Source: an optimization exercise on an open RTL-to-GDS flow (aim: small area and a short achievable clock period). Production flows keep margins and buffers that such runs may drop.
No activity file was given, so power comes from the tool's default toggle rates.

==> flow/design.v (excerpt) <==
module ahb_lite(
	input        HCLK,
    input        HRESETn,
    input [31:0] HADDR,
    input        HWRITE,
    input [31:0] HWDATA,
    output[31:0] HRDATA,
    input [31:0] pins_in,
    output[31:0] pins_out,
    output[31:0] pins_dir
);
  wire [3:0]  HSEL;
  wire [31:0] RD0, RD1, RD2, RD3, RDNEXT;
  wire [31:0] RDDEL;
  wire [2:0]  WSEL, WSELDEL;
  wire [3:0]  WADDRDEL;
  wire        PINSELDEL;
  ahb_decoder dec(HADDR, HSEL);
  assign WSEL = {3{HWRITE}} & HSEL[3:1];
  flop #(3)   wselreg(HCLK, WSEL, WSELDEL);
  flop #(4)   waddrreg(HCLK, HADDR[5:2], WADDRDEL);
  ahb_rom     rom  (HADDR[7:2], RD0);
  ahb_ram     ram  (HCLK, WSELDEL[0], WADDRDEL, HWDATA, HADDR[5:2], RD1);
  ahb_gpio    gpio (HCLK, HRESETn, WSELDEL[1], WADDRDEL[0], HWDATA, HADDR[2], RD2, pins_out, pins_dir);
  ahb_timer   timer(HCLK, HRESETn, WSELDEL[2], WADDRDEL[2:0], HWDATA, HADDR[4:2], RD3);
  ahb_mux     mux(HSEL, RD0, RD1, RD2, RD3, RDNEXT);
  flop #(32)  rdreg(HCLK, RDNEXT, RDDEL);
  flop #(1)   pinselreg(HCLK, HSEL[2] & ~HADDR[2], PINSELDEL);
  assign HRDATA = RDDEL | ({32{PINSELDEL}} & ~pins_dir & pins_in);
endmodule
export LEC_CHECK = 0
export CAP_MARGIN = 20
export CORE_MARGIN = 2
export CORE_UTILIZATION = 40
export SETUP_SLACK_MARGIN = 4.5
export SLEW_MARGIN = 20
create_clock -name core_clock -period 8.0 [get_ports {HCLK}]
run.sh (not shown) runs the stock make flow with config.mk's settings and CLKGATE_MAP_FILE= SYNTH_SCRIPT=/design/flow/synth_recipe.tcl, a recipe that flattens the netlist after the stock synthesis.
==> next run, changes <==
--- a/flow/config.mk
+++ b/flow/config.mk
@@ -9,4 +9,3 @@
 export CORE_MARGIN = 2
 export CORE_UTILIZATION = 40
-export SETUP_SLACK_MARGIN = 4.5
 export SLEW_MARGIN = 20
Effect:
- total power fell by about 1.6%
- clock skew falls by 12 ps
- clock-buffer cell count drops by 9
- cell area drops by about 5.4%
- first-iteration DRC count falls by 20%
- die area stays the same
- final cell count came out lower by 2.6%
- synthesized cell count is unchanged
==> next run, changes <==
--- a/flow/config.mk
+++ b/flow/config.mk
@@ -8,4 +8,5 @@
 export CAP_MARGIN = 20
 export CORE_MARGIN = 2
-export CORE_UTILIZATION = 40
+export CORE_UTILIZATION = 60
+export SETUP_SLACK_MARGIN = 4.5
 export SLEW_MARGIN = 20
=> The changed run produced a clean layout; synthesized area stays the same; non-clock buffer count rose by 124; clock power fell by about 3%; via count rose by 6.3%.
Function was not checked in any run of this note: the RTL went through the layout flow alone.

========
== v6 ==
The RTL this note starts from:
==> flow/design.v <==
module flop 
#(parameter WIDTH = 8)
(input              	clk,
 input  	[WIDTH-1:0] d,
 output reg [WIDTH-1:0] q
);
  always@(posedge clk)
    q <= d;
endmodule
module ahb_decoder(
	input  [31:0] HADDR,
    output [3:0]  HSEL
);
  assign HSEL[0] = (HADDR[31:16] == 16'h0000);     
  assign HSEL[1] = (HADDR[31:17] == 15'h0001);     
  assign HSEL[2] = (HADDR[31:4]  == 28'h2020000);  
  assign HSEL[3] = (HADDR[31:8]  == 24'h200030);   
endmodule
module ahb_mux(
	input  [3:0]  HSEL,
    input  [31:0] HRDATA0, HRDATA1, HRDATA2, HRDATA3,
	output [31:0] HRDATA
);
  assign HRDATA = ({32{HSEL[0]}} & HRDATA0) |
                  ({32{HSEL[1]}} & HRDATA1) |
                  ({32{HSEL[2]}} & HRDATA2) |
                  ({32{HSEL[3]}} & HRDATA3);
endmodule
module ahb_rom(
    input  [7:2]  HADDR,
    output [31:0] HRDATA
);
  reg [31:0] rom[63:0];  
  initial
      $readmemh("rom_contents.dat",rom);
  assign HRDATA = rom[HADDR[7:2]];
endmodule
module ahb_ram(
	input         HCLK,
    input         WE,         
    input  [3:0]  WADDR,      
    input  [31:0] HWDATA,
    input  [3:0]  RADDR,      
	output [31:0] RDATA       
);
  reg [31:0] ram[15:0];  
  wire [15:0] rsel = 16'b1 << RADDR;
  reg  [31:0] rd;
  integer i;
  always@(*) begin
    rd = 32'b0;
    for (i = 0; i < 16; i = i + 1)
      rd = rd | ({32{rsel[i]}} & ram[i]);
  end
  assign RDATA = (WE & (WADDR == RADDR)) ? HWDATA : rd;
  always@(posedge HCLK)
    if (WE) ram[WADDR] <= HWDATA;
endmodule
module ahb_gpio(input  logic        HCLK,
                input  logic        HRESETn,
                input  logic        WE,       
                input  logic        WADDR,    
                input  logic [31:0] HWDATA,
                input  logic        RADDR,    
                output logic [31:0] RDATA,    
                output logic [31:0] INDIR,    
                output logic [31:0] pins_out,
                output logic [31:0] pins_dir);
  logic [31:0] port_d, dir_d;
  assign port_d = (WE & ~WADDR) ? HWDATA : pins_out;
  assign dir_d  = (WE &  WADDR) ? HWDATA : pins_dir;
  always_ff @(posedge HCLK or negedge HRESETn)
    if (~HRESETn) begin
      pins_out <= 32'b0;   
      pins_dir <= 32'b0;   
    end else begin
      pins_out <= port_d;
      pins_dir <= dir_d;
    end
  assign RDATA = RADDR ? dir_d : (dir_d & port_d);
  assign INDIR = ~dir_d;
endmodule
module ahb_timer(
	input         HCLK,
    input         HRESETn,
    input         WE,          
    input  [2:0]  WADDR,       
    input  [31:0] HWDATA,
    input  [2:0]  RADDR,       
    output [31:0] RDATA
);
  reg  [3:0]  cs;
  reg  [31:0] clo, chi;
  reg  [31:0] c0r, c1r, c2r, c3r;   
  reg  [3:0]  cv;                   
  reg         clo_max;              
  wire [31:0] clo_d, chi_d;
  wire [31:0] c0, c1, c2, c3;
  wire [3:0]  match, clr;
  wire [7:0]  wsel = {8{WE}} & (8'b1 << WADDR);
  wire [31:0] clo_inc = clo + 1;
  wire [31:0] chi_inc = chi + clo_max;
  assign clo_d = wsel[1] ? HWDATA : clo_inc;
  assign chi_d = wsel[2] ? HWDATA : chi_inc;
  assign c0 = {32{cv[0]}} & c0r;
  assign c1 = {32{cv[1]}} & c1r;
  assign c2 = {32{cv[2]}} & c2r;
  assign c3 = {32{cv[3]}} & c3r;
  wire clo_zero = (clo == 32'b0);
  assign clr = {4{wsel[0]}} & HWDATA[3:0];
  assign match[0] = ~clr[0] & (cs[0] | (cv[0] ? (clo == c0r) : clo_zero));
  assign match[1] = ~clr[1] & (cs[1] | (cv[1] ? (clo == c1r) : clo_zero));
  assign match[2] = ~clr[2] & (cs[2] | (cv[2] ? (clo == c2r) : clo_zero));
  assign match[3] = ~clr[3] & (cs[3] | (cv[3] ? (clo == c3r) : clo_zero));
  always@(posedge HCLK or negedge HRESETn)
    if (~HRESETn) begin
      cs  <= 4'b0;    
      clo <= 32'b0;   
      chi <= 32'b0;   
      cv  <= 4'b0;    
      clo_max <= 1'b0;
    end 
	else begin
      cs  <= match;
      clo <= clo_d;
      chi <= chi_d;
      cv  <= cv | wsel[6:3];
      clo_max <= &clo_d;
    end    
  always@(posedge HCLK) begin
    if (wsel[3]) c0r <= HWDATA;
    if (wsel[4]) c1r <= HWDATA;
    if (wsel[5]) c2r <= HWDATA;
    if (wsel[6]) c3r <= HWDATA;
  end
  wire [7:0] rsel = 8'b1 << RADDR;
  wire       fwd  = WE & (WADDR == RADDR) & (RADDR != 3'd0) & (RADDR != 3'd7);
  assign RDATA = fwd ? HWDATA :
                 (({32{rsel[0]}} & {28'b0, match}) |
                  ({32{rsel[1]}} & clo_inc) |
                  ({32{rsel[2]}} & chi_inc) |
                  ({32{rsel[3]}} & c0) |
                  ({32{rsel[4]}} & c1) |
                  ({32{rsel[5]}} & c2) |
                  ({32{rsel[6]}} & c3));
endmodule
module ahb_lite(
	input        HCLK,
    input        HRESETn,
    input [31:0] HADDR,
    input        HWRITE,
    input [31:0] HWDATA,
    output[31:0] HRDATA,
    input [31:0] pins_in,
    output[31:0] pins_out,
    output[31:0] pins_dir
);
  wire [3:0]  HSEL;
  wire [31:0] RD0, RD1, RD2, RD3, RDNEXT;
  wire [31:0] RDDEL;
  wire [2:0]  WSEL, WSELDEL;
  wire [3:0]  WADDRDEL;
  wire [31:0] INDIR, PINSELDEL;
  ahb_decoder dec(HADDR, HSEL);
  assign WSEL = {3{HWRITE}} & HSEL[3:1];
  flop #(3)   wselreg(HCLK, WSEL, WSELDEL);
  flop #(4)   waddrreg(HCLK, HADDR[5:2], WADDRDEL);
  ahb_rom     rom  (HADDR[7:2], RD0);
  ahb_ram     ram  (HCLK, WSELDEL[0], WADDRDEL, HWDATA, HADDR[5:2], RD1);
  ahb_gpio    gpio (HCLK, HRESETn, WSELDEL[1], WADDRDEL[0], HWDATA, HADDR[2], RD2, INDIR, pins_out, pins_dir);
  ahb_timer   timer(HCLK, HRESETn, WSELDEL[2], WADDRDEL[2:0], HWDATA, HADDR[4:2], RD3);
  ahb_mux     mux(HSEL, RD0, RD1, RD2, RD3, RDNEXT);
  flop #(32)  rdreg(HCLK, RDNEXT, RDDEL);
  flop #(32)  pinselreg(HCLK, {32{HSEL[2] & ~HADDR[2]}} & INDIR, PINSELDEL);
  assign HRDATA = RDDEL | (PINSELDEL & pins_in);
endmodule
==> flow/config.mk <==
export PLATFORM = sky130hd
export DESIGN_NAME = ahb_lite
export DESIGN_NICKNAME = ahb_lite
export VERILOG_FILES = /design/flow/design.v
export SDC_FILE = /design/flow/constraint.sdc
export NUM_CORES = 4
export LEC_CHECK = 0
export CAP_MARGIN = 20
export CORE_MARGIN = 2
export CORE_UTILIZATION = 45
export CTS_CLUSTER_DIAMETER = 100
export CTS_CLUSTER_SIZE = 20
export SETUP_SLACK_MARGIN = 5.0
export SLEW_MARGIN = 20
==> flow/constraint.sdc <==
create_clock -name core_clock -period 8.0 [get_ports {HCLK}]
set_input_delay 1.6000 -clock core_clock [delete_from_list [all_inputs] [get_ports {HCLK}]]
set_output_delay 1.6000 -clock core_clock [all_outputs]
set_load 0.01 [all_outputs]
standard.sh (not shown) runs the stock make flow with config.mk's settings and CLKGATE_MAP_FILE= SYNTH_SCRIPT=/design/flow/synth_recipe.tcl, a recipe that flattens the netlist after the stock synthesis.
==> flow/flow/run.sh <==
#!/bin/bash
# Standard layout, with small port buffers and the pins_in/HRDATA pins paired.
set -euo pipefail
here=$(pwd)
export BUFFER_PORTS_ARGS="-buffer_cell sky130_fd_sc_hd__buf_1"
export PRE_IO_PLACEMENT_TCL=$here/flow/io.tcl
bash standard.sh > $here/standard.log 2>&1
==> flow/flow/io.tcl <==
# keep each pins_in bit beside the HRDATA bit it feeds
set_io_pin_constraint -group -order -pin_names {pins_in[0] HRDATA[0] pins_in[1] HRDATA[1] pins_in[2] HRDATA[2] pins_in[3] HRDATA[3] pins_in[4] HRDATA[4] pins_in[5] HRDATA[5] pins_in[6] HRDATA[6] pins_in[7] HRDATA[7] pins_in[8] HRDATA[8] pins_in[9] HRDATA[9] pins_in[10] HRDATA[10] pins_in[11] HRDATA[11] pins_in[12] HRDATA[12] pins_in[13] HRDATA[13] pins_in[14] HRDATA[14] pins_in[15] HRDATA[15] pins_in[16] HRDATA[16] pins_in[17] HRDATA[17] pins_in[18] HRDATA[18] pins_in[19] HRDATA[19] pins_in[20] HRDATA[20] pins_in[21] HRDATA[21] pins_in[22] HRDATA[22] pins_in[23] HRDATA[23] pins_in[24] HRDATA[24] pins_in[25] HRDATA[25] pins_in[26] HRDATA[26] pins_in[27] HRDATA[27] pins_in[28] HRDATA[28] pins_in[29] HRDATA[29] pins_in[30] HRDATA[30] pins_in[31] HRDATA[31]}
No stage failed in v6, and the final checks on the layout all came back clean.
Edits applied to the flow inputs when going from v6 to v7:
- SETUP_SLACK_MARGIN now 4.5, was 5.0
==> flow/flow/run.sh <==
#!/bin/bash
# Standard layout, with small port buffers.
set -euo pipefail
here=$(pwd)
export BUFFER_PORTS_ARGS="-buffer_cell sky130_fd_sc_hd__buf_1"
bash standard.sh > $here/standard.log 2>&1
removed: flow/flow/io.tcl
## What came out
Taking v6 as the reference point, the number of clock buffer instances in the layout of v7 falls by 1. For v6, the highest-delay cell along the critical path was sky130_fd_sc_hd__nand4_1, unlike v7, where it was sky130_fd_sc_hd__a21o_1. Reported for v7 and v6, largest buffer count on any clock path turned out identical to the last digit. v6 → v7: routed wire length now sits lower; relative contribution of combinational cells to total power now sits lower; final instance count without filler cells now sits lower. Relative to v6, final core utilization decreased by 2.6 points in v7. Looking only at area added between synthesis and finish, and setting everything else aside, the higher value of v7 and v6 goes to v6. Reported for v7 and v6, adder-cell share of the synthesized area turned out identical to the last digit. Compared with v6, v7 shows total chip power lower by 0.10 mW.
No run of this note included a check of the RTL's function; only the layout flow was run.

## port drivers added, routing unchanged
The results above use ideal ports. As a check the final layouts listed here were re-extracted and re-timed, cells and wires unchanged. Step 1, drivers: a clkbuf_16 drives HCLK and a buf_2 each remaining input, both assumed. Step 2 moves the port delays by t, midway between the first and last clock arrival at a register: inputs arrive t later, outputs are due t later. That takes back most of the time a late clock gives input paths. a / b / c = no drivers / after step 1 / after step 2; a / b = the first two.
run	shift t [ns]	slack for setup (ns)	worst register clock-pin slew, ns	worst slew at a driven data input, ns	pins driven straight from the clock port
the first run of note 1	0.730	4.239 / 4.164 / 3.525	0.07 / 0.07	0.24	1
the second run of note 1	0.716	2.110 / 2.154 / 1.439	0.07 / 0.07	0.05	1
the third run of note 1	0.722	4.237 / 4.237 / 3.534	0.07 / 0.07	0.23	1
v6	0.714	4.268 / 4.285 / 3.572	0.10 / 0.10	0.27	1
v7	0.710	4.352 / 4.315 / 3.709	0.10 / 0.10	0.14	1
After both steps setup and hold are still met in every run listed. The setup slack of the first run of note 1, which loses most, moves by -0.075 ns with the drivers and by -0.714 ns with both steps.
